What follows belongs to an exercise in optimizing a design on an open flow for small area and a short achievable clock period; a production flow would make more cautious choices. The RTL was checked by simulation tests, not by an equivalence proof against the original design.

## Subtractor
module Subtractor(
    input clk,
    input rst,               
    input in_valid,
    input [1:0] sel,         
    input [15:0] a,
    input [15:0] b,
    output out_valid,
    output [3:0] LED,
    output [26:0] binary_out,
    output [55:0] seg
);
Size: roughly 2100 cells after synthesis, ~130 I/O pins, about 17000 µm² of cells after synthesis.
clock: 33.0 ns
lec_check: 0
abc_area: 1
cap_margin: 20
core_margin: 2
core_utilization: 60
cts_cluster_diameter: 80
cts_cluster_size: 40
slew_margin: 20
standard.sh (not shown) runs the stock make flow with config.mk's settings and CLKGATE_MAP_FILE= SYNTH_SCRIPT=/design/flow/synth_recipe.tcl, a recipe that flattens the netlist after the stock synthesis.
==> flow/flow/run.sh <==
#!/bin/bash
# Layout flow: the standard ORFS flow (standard.sh) with three changes:
#  - synthesis skips the generic ABC pass inside Yosys's synth (SYNTH_ARGS=-noabc), so
#    extract_fa sees the adder cells' XOR/majority logic as written;
#  - the technology-mapping ABC script (flow/abc_area.script) maps for a delay target
#    and then sizes cells for it, instead of sizing every path for minimum delay;
#  - port buffers use the small buffer given in flow/port_buffer.txt.
set -euo pipefail
W=$(pwd)
mkdir -p "$W/scripts_x"
for f in "$FLOW_HOME"/scripts/*; do ln -sfn "$f" "$W/scripts_x/"; done
rm -f "$W/scripts_x/abc_area.script"
cp "$W/flow/abc_area.script" "$W/scripts_x/abc_area.script"
PB=$(cat "$W/flow/port_buffer.txt")
bash standard.sh SCRIPTS_DIR="$W/scripts_x" SYNTH_ARGS=-noabc "BUFFER_PORTS_ARGS=-buffer_cell $PB" finish > "$W/make_finish.log" 2>&1
==> flow/flow/abc_area.script <==
strash
dch -f
map -D 5000
topo
stime -c
buffer -c
upsize -c -D 5000
dnsize -c -D 5000
==> flow/flow/port_buffer.txt <==
sky130_fd_sc_hd__buf_2
Next try:
- CTS_CLUSTER_DIAMETER: 80 -> unset
- CTS_CLUSTER_SIZE: 40 -> unset
Final cell count climbs by 0.80%.
Synthesized area does not change.
Core utilization came out higher by 1.5 points.
Sequential share of layout area went down by 0.49 points.
Next try:
==> flow/run.sh (new file) <==
#!/bin/bash
# synth_recipe.tcl (not shown) runs the flow's synth.tcl, then flattens the netlist and writes it again
# the make line also repeats each setting of config.mk as NAME=value (left out here)
make -C /OpenROAD-flow-scripts/flow DESIGN_CONFIG=/design/flow/config.mk WORK_HOME=/design/flow/orfs CLKGATE_MAP_FILE= SYNTH_SCRIPT=/design/flow/synth_recipe.tcl finish
- CTS_CLUSTER_DIAMETER: unset -> 100
- CTS_CLUSTER_SIZE: unset -> 30
removed: flow/flow/run.sh
removed: flow/flow/abc_area.script
removed: flow/flow/port_buffer.txt
removed: flow/standard.sh
- The changed run finished with timing, DRC and antenna clean
- maximum frequency is lower by a little under a tenth
- register-to-register slack degrades by 0.84 ns
- clock skew came out higher by 0.026 ns
- non-clock buffer count falls by 1
- die area goes up by roughly a tenth
- worst setup slack gets worse by 0.64 ns
Next try:
==> flow/flow/run.sh (new file) <==
#!/bin/bash
# Layout flow: the standard ORFS flow (standard.sh) with three changes:
#  - synthesis skips the generic ABC pass inside Yosys's synth (SYNTH_ARGS=-noabc), so
#    extract_fa sees the adder cells' XOR/majority logic as written;
#  - the technology-mapping ABC script (flow/abc_area.script) maps for a delay target
#    and then sizes cells for it, instead of sizing every path for minimum delay;
#  - port buffers use the small buffer given in flow/port_buffer.txt.
set -euo pipefail
W=$(pwd)
mkdir -p "$W/scripts_x"
for f in "$FLOW_HOME"/scripts/*; do ln -sfn "$f" "$W/scripts_x/"; done
rm -f "$W/scripts_x/abc_area.script"
cp "$W/flow/abc_area.script" "$W/scripts_x/abc_area.script"
PB=$(cat "$W/flow/port_buffer.txt")
bash standard.sh SCRIPTS_DIR="$W/scripts_x" SYNTH_ARGS=-noabc "BUFFER_PORTS_ARGS=-buffer_cell $PB" finish > "$W/make_finish.log" 2>&1
==> flow/flow/abc_area.script (new file) <==
strash
dch -f
map -D 5000
topo
stime -c
buffer -c
upsize -c -D 5000
dnsize -c -D 5000
==> flow/flow/port_buffer.txt (new file) <==
sky130_fd_sc_hd__buf_2
==> flow/standard.sh (new file) <==
#!/bin/bash
# synth_recipe.tcl (not shown) runs the flow's synth.tcl, then flattens the netlist and writes it again
# the make line also repeats each setting of config.mk as NAME=value (left out here)
make -C /OpenROAD-flow-scripts/flow DESIGN_CONFIG=/design/flow/config.mk WORK_HOME=/design/flow/orfs CLKGATE_MAP_FILE= SYNTH_SCRIPT=/design/flow/synth_recipe.tcl "${@:-finish}"
- CTS_CLUSTER_DIAMETER: 100 -> 110
- CTS_CLUSTER_SIZE: 30 -> 36
removed: flow/run.sh
The changed run went through all stages and came out clean.
Non-clock buffer count climbs by 1.
Worst hold slack improved by 0.036 ns.
Routed wire length is lower by 19%.
Die area came out lower by 11%.
Sequential share of layout area climbs by 3.0 points.
Via count came out lower by 17%.
Flip-flop and latch count stays the same.
Synthesized area goes down by 11%.
Design area went down by 13%.


Subtractor again, from the RTL that the note above started with.
Settings: LEC_CHECK=0, ABC_AREA=1, CAP_MARGIN=20, CORE_MARGIN=2, CORE_UTILIZATION=60, SLEW_MARGIN=20; clock period 33.0 ns.
==> flow/flow/run.sh <==
#!/bin/bash
# Layout flow: the standard ORFS flow (standard.sh) with three changes:
#  - synthesis skips the generic ABC pass inside Yosys's synth (SYNTH_ARGS=-noabc), so
#    extract_fa sees the adder cells' XOR/majority logic as written;
#  - the technology-mapping ABC script (flow/abc_area.script) maps for a delay target
#    and then sizes cells for it, instead of sizing every path for minimum delay;
#  - port buffers use the small buffer given in flow/port_buffer.txt.
set -euo pipefail
W=$(pwd)
mkdir -p "$W/scripts_x"
for f in "$FLOW_HOME"/scripts/*; do ln -sfn "$f" "$W/scripts_x/"; done
rm -f "$W/scripts_x/abc_area.script"
cp "$W/flow/abc_area.script" "$W/scripts_x/abc_area.script"
PB=$(cat "$W/flow/port_buffer.txt")
bash standard.sh SCRIPTS_DIR="$W/scripts_x" SYNTH_ARGS=-noabc "BUFFER_PORTS_ARGS=-buffer_cell $PB" finish > "$W/make_finish.log" 2>&1
==> flow/flow/abc_area.script <==
strash
dch -f
map -D 6500
topo
stime -c
buffer -c
upsize -c -D 6500
dnsize -c -D 6500
==> flow/flow/port_buffer.txt <==
sky130_fd_sc_hd__buf_2
Next try:
==> flow/flow/abc_area.script (replaced) <==
strash
dch -f
map -D 5500
topo
stime -c
buffer -c
upsize -c -D 5500
dnsize -c -D 5500
Effect:
- The new run completed with no timing, DRC or antenna violations
- final cell count came out lower slightly
- maximum frequency came out higher by a few percent
- core utilization hardly moves
- register-to-register slack improves by 0.29 ns
- cell area drops slightly
- setup slack gets better by 0.22 ns
- non-clock buffer count does not change
- clock-buffer cell count fell by 2
Next try:
==> flow/flow/abc_area.script (replaced) <==
strash
dch -f
map -D 6500
topo
stime -c
buffer -c
upsize -c -D 6500
dnsize -c -D 6500
Settings changed: CTS_BUF_LIST set to sky130_fd_sc_hd__clkbuf_4 sky130_fd_sc_hd__clkbuf_8.
Via count is higher slightly.
Global-route usage is lower by 0.14 points.
Synthesized area is higher slightly.
Next try:
==> flow/flow/abc_area.script (replaced) <==
strash
dch -f
map -D 5000
topo
stime -c
buffer -c
upsize -c -D 5000
dnsize -c -D 5000
Settings changed: CTS_BUF_LIST sky130_fd_sc_hd__clkbuf_4 sky130_fd_sc_hd__clkbuf_8 to unset, CTS_CLUSTER_DIAMETER set to 100, CTS_CLUSTER_SIZE set to 30.
Effect: Count of clock-buffer cells in the layout came out lower by 43. Routed wire length came out lower by 4.0%. Non-clock buffer count is unchanged. Final area came out lower by 2.7%. Worst setup slack improved by 0.27 ns. Clock skew came out lower by 0.0078 ns. Final cell count came out lower by 3.7%. First-iteration DRC count came out lower by 13%. Die area came out lower by 0.39%.


## lane 3
Subtractor again, from the RTL that the note above started with.
// Subtractor
module Subtractor(
    input clk,
    input rst,               
    input in_valid,
    input [1:0] sel,         
    input [15:0] a,
    input [15:0] b,
    output out_valid,
    output [3:0] LED,
    output [26:0] binary_out,
    output [55:0] seg
);
export LEC_CHECK = 0
export ABC_AREA = 1
export CAP_MARGIN = 20
export CORE_MARGIN = 2
export CORE_UTILIZATION = 60
export CTS_CLUSTER_DIAMETER = 100
export CTS_CLUSTER_SIZE = 30
export SLEW_MARGIN = 20
create_clock -name core_clock -period 33.0 [get_ports {clk}]
==> flow/flow/abc_area.script <==
strash
dch -f
map -D 5000
topo
stime -c
buffer -c
upsize -c -D 5000
dnsize -c -D 5000
==> flow/flow/port_buffer.txt <==
sky130_fd_sc_hd__buf_1
Scripts as last shown in full above: flow/flow/run.sh
Lane 3 closes out successfully: all stages finished, all timing, DRC and antenna checks passed.
The inputs of lane 1 differ from those of lane 3 as listed below.
- CORE_UTILIZATION: 60 -> 70
==> flow/flow/port_buffer.txt <==
sky130_fd_sc_hd__buf_2
Findings:
Side by side, signed area change from the synthesized netlist to the final layout turned out higher in lane 1 than in lane 3.
[compare] base=lane 3 new=lane 1: portion of the clock cycle consumed by the worst path in the final layout shows no meaningful change, maximum operating frequency shows an increase of about 0.4%, sequential share of cell area shows no meaningful change, setup slack at placement shows an increase of 77 ps.
Per the comparison of lane 1 with lane 3, setup slack picked up an extra 30 ps; final design instance area without fill picked up an extra about 0.65%.
Destination of the critical timing path = binary_out[20]: lane 1; destination of the critical timing path = binary_out[18]: lane 3

[separate check: timing with driven ports]
In the flow no input, the clock included, has a driving cell. The finished layouts below were timed again as built, in two steps.
Step 1: set_driving_cell puts a clkbuf_16 on clk and a buf_2 on each other input, an assumption about the parent block.
Step 2 also shifts input and output timing later by t, the mid clock arrival at the registers, as if the neighbouring blocks saw the same clock.
Three values: ideal ports, drivers, drivers and shift; two values: the first two.
| run | t, ns | setup slack, ns | latest minus earliest clock arrival (ns) | worst slew at a driven data input, ns | pins driven straight from the clock port |
|---|---|---|---|---|---|
| the first run of note 1 | 0.522 | 25.453 / 25.402 / 25.696 | 0.036 / 0.036 | 0.04 | 1 |
| the second run of note 1 | 0.548 | 25.450 / 25.399 / 25.653 | 0.011 / 0.011 | 0.04 | 1 |
| the third run of note 1 | 0.538 | 24.812 / 24.812 / 24.812 | 0.038 / 0.038 | 0.05 | 1 |
| the fourth run of note 1 | 0.528 | 25.447 / 25.395 / 25.700 | 0.017 / 0.017 | 0.04 | 1 |
| the first run of note 2 | 0.573 | 25.190 / 25.190 / 25.190 | 0.019 / 0.019 | 0.03 | 1 |
| the second run of note 2 | 0.564 | 25.412 / 25.359 / 25.475 | 0.012 / 0.012 | 0.03 | 1 |
| the third run of note 2 | 0.584 | 25.202 / 25.202 / 25.202 | 0.027 / 0.026 | 0.03 | 1 |
| the fourth run of note 2 | 0.516 | 25.471 / 25.419 / 25.660 | 0.017 / 0.017 | 0.04 | 1 |
| lane 3 | 0.522 | 25.425 / 25.374 / 25.678 | 0.022 / 0.023 | 0.04 | 1 |
| lane 1 | 0.519 | 25.455 / 25.406 / 25.801 | 0.033 / 0.034 | 0.04 | 1 |
After both steps setup and hold are still met in every run listed.
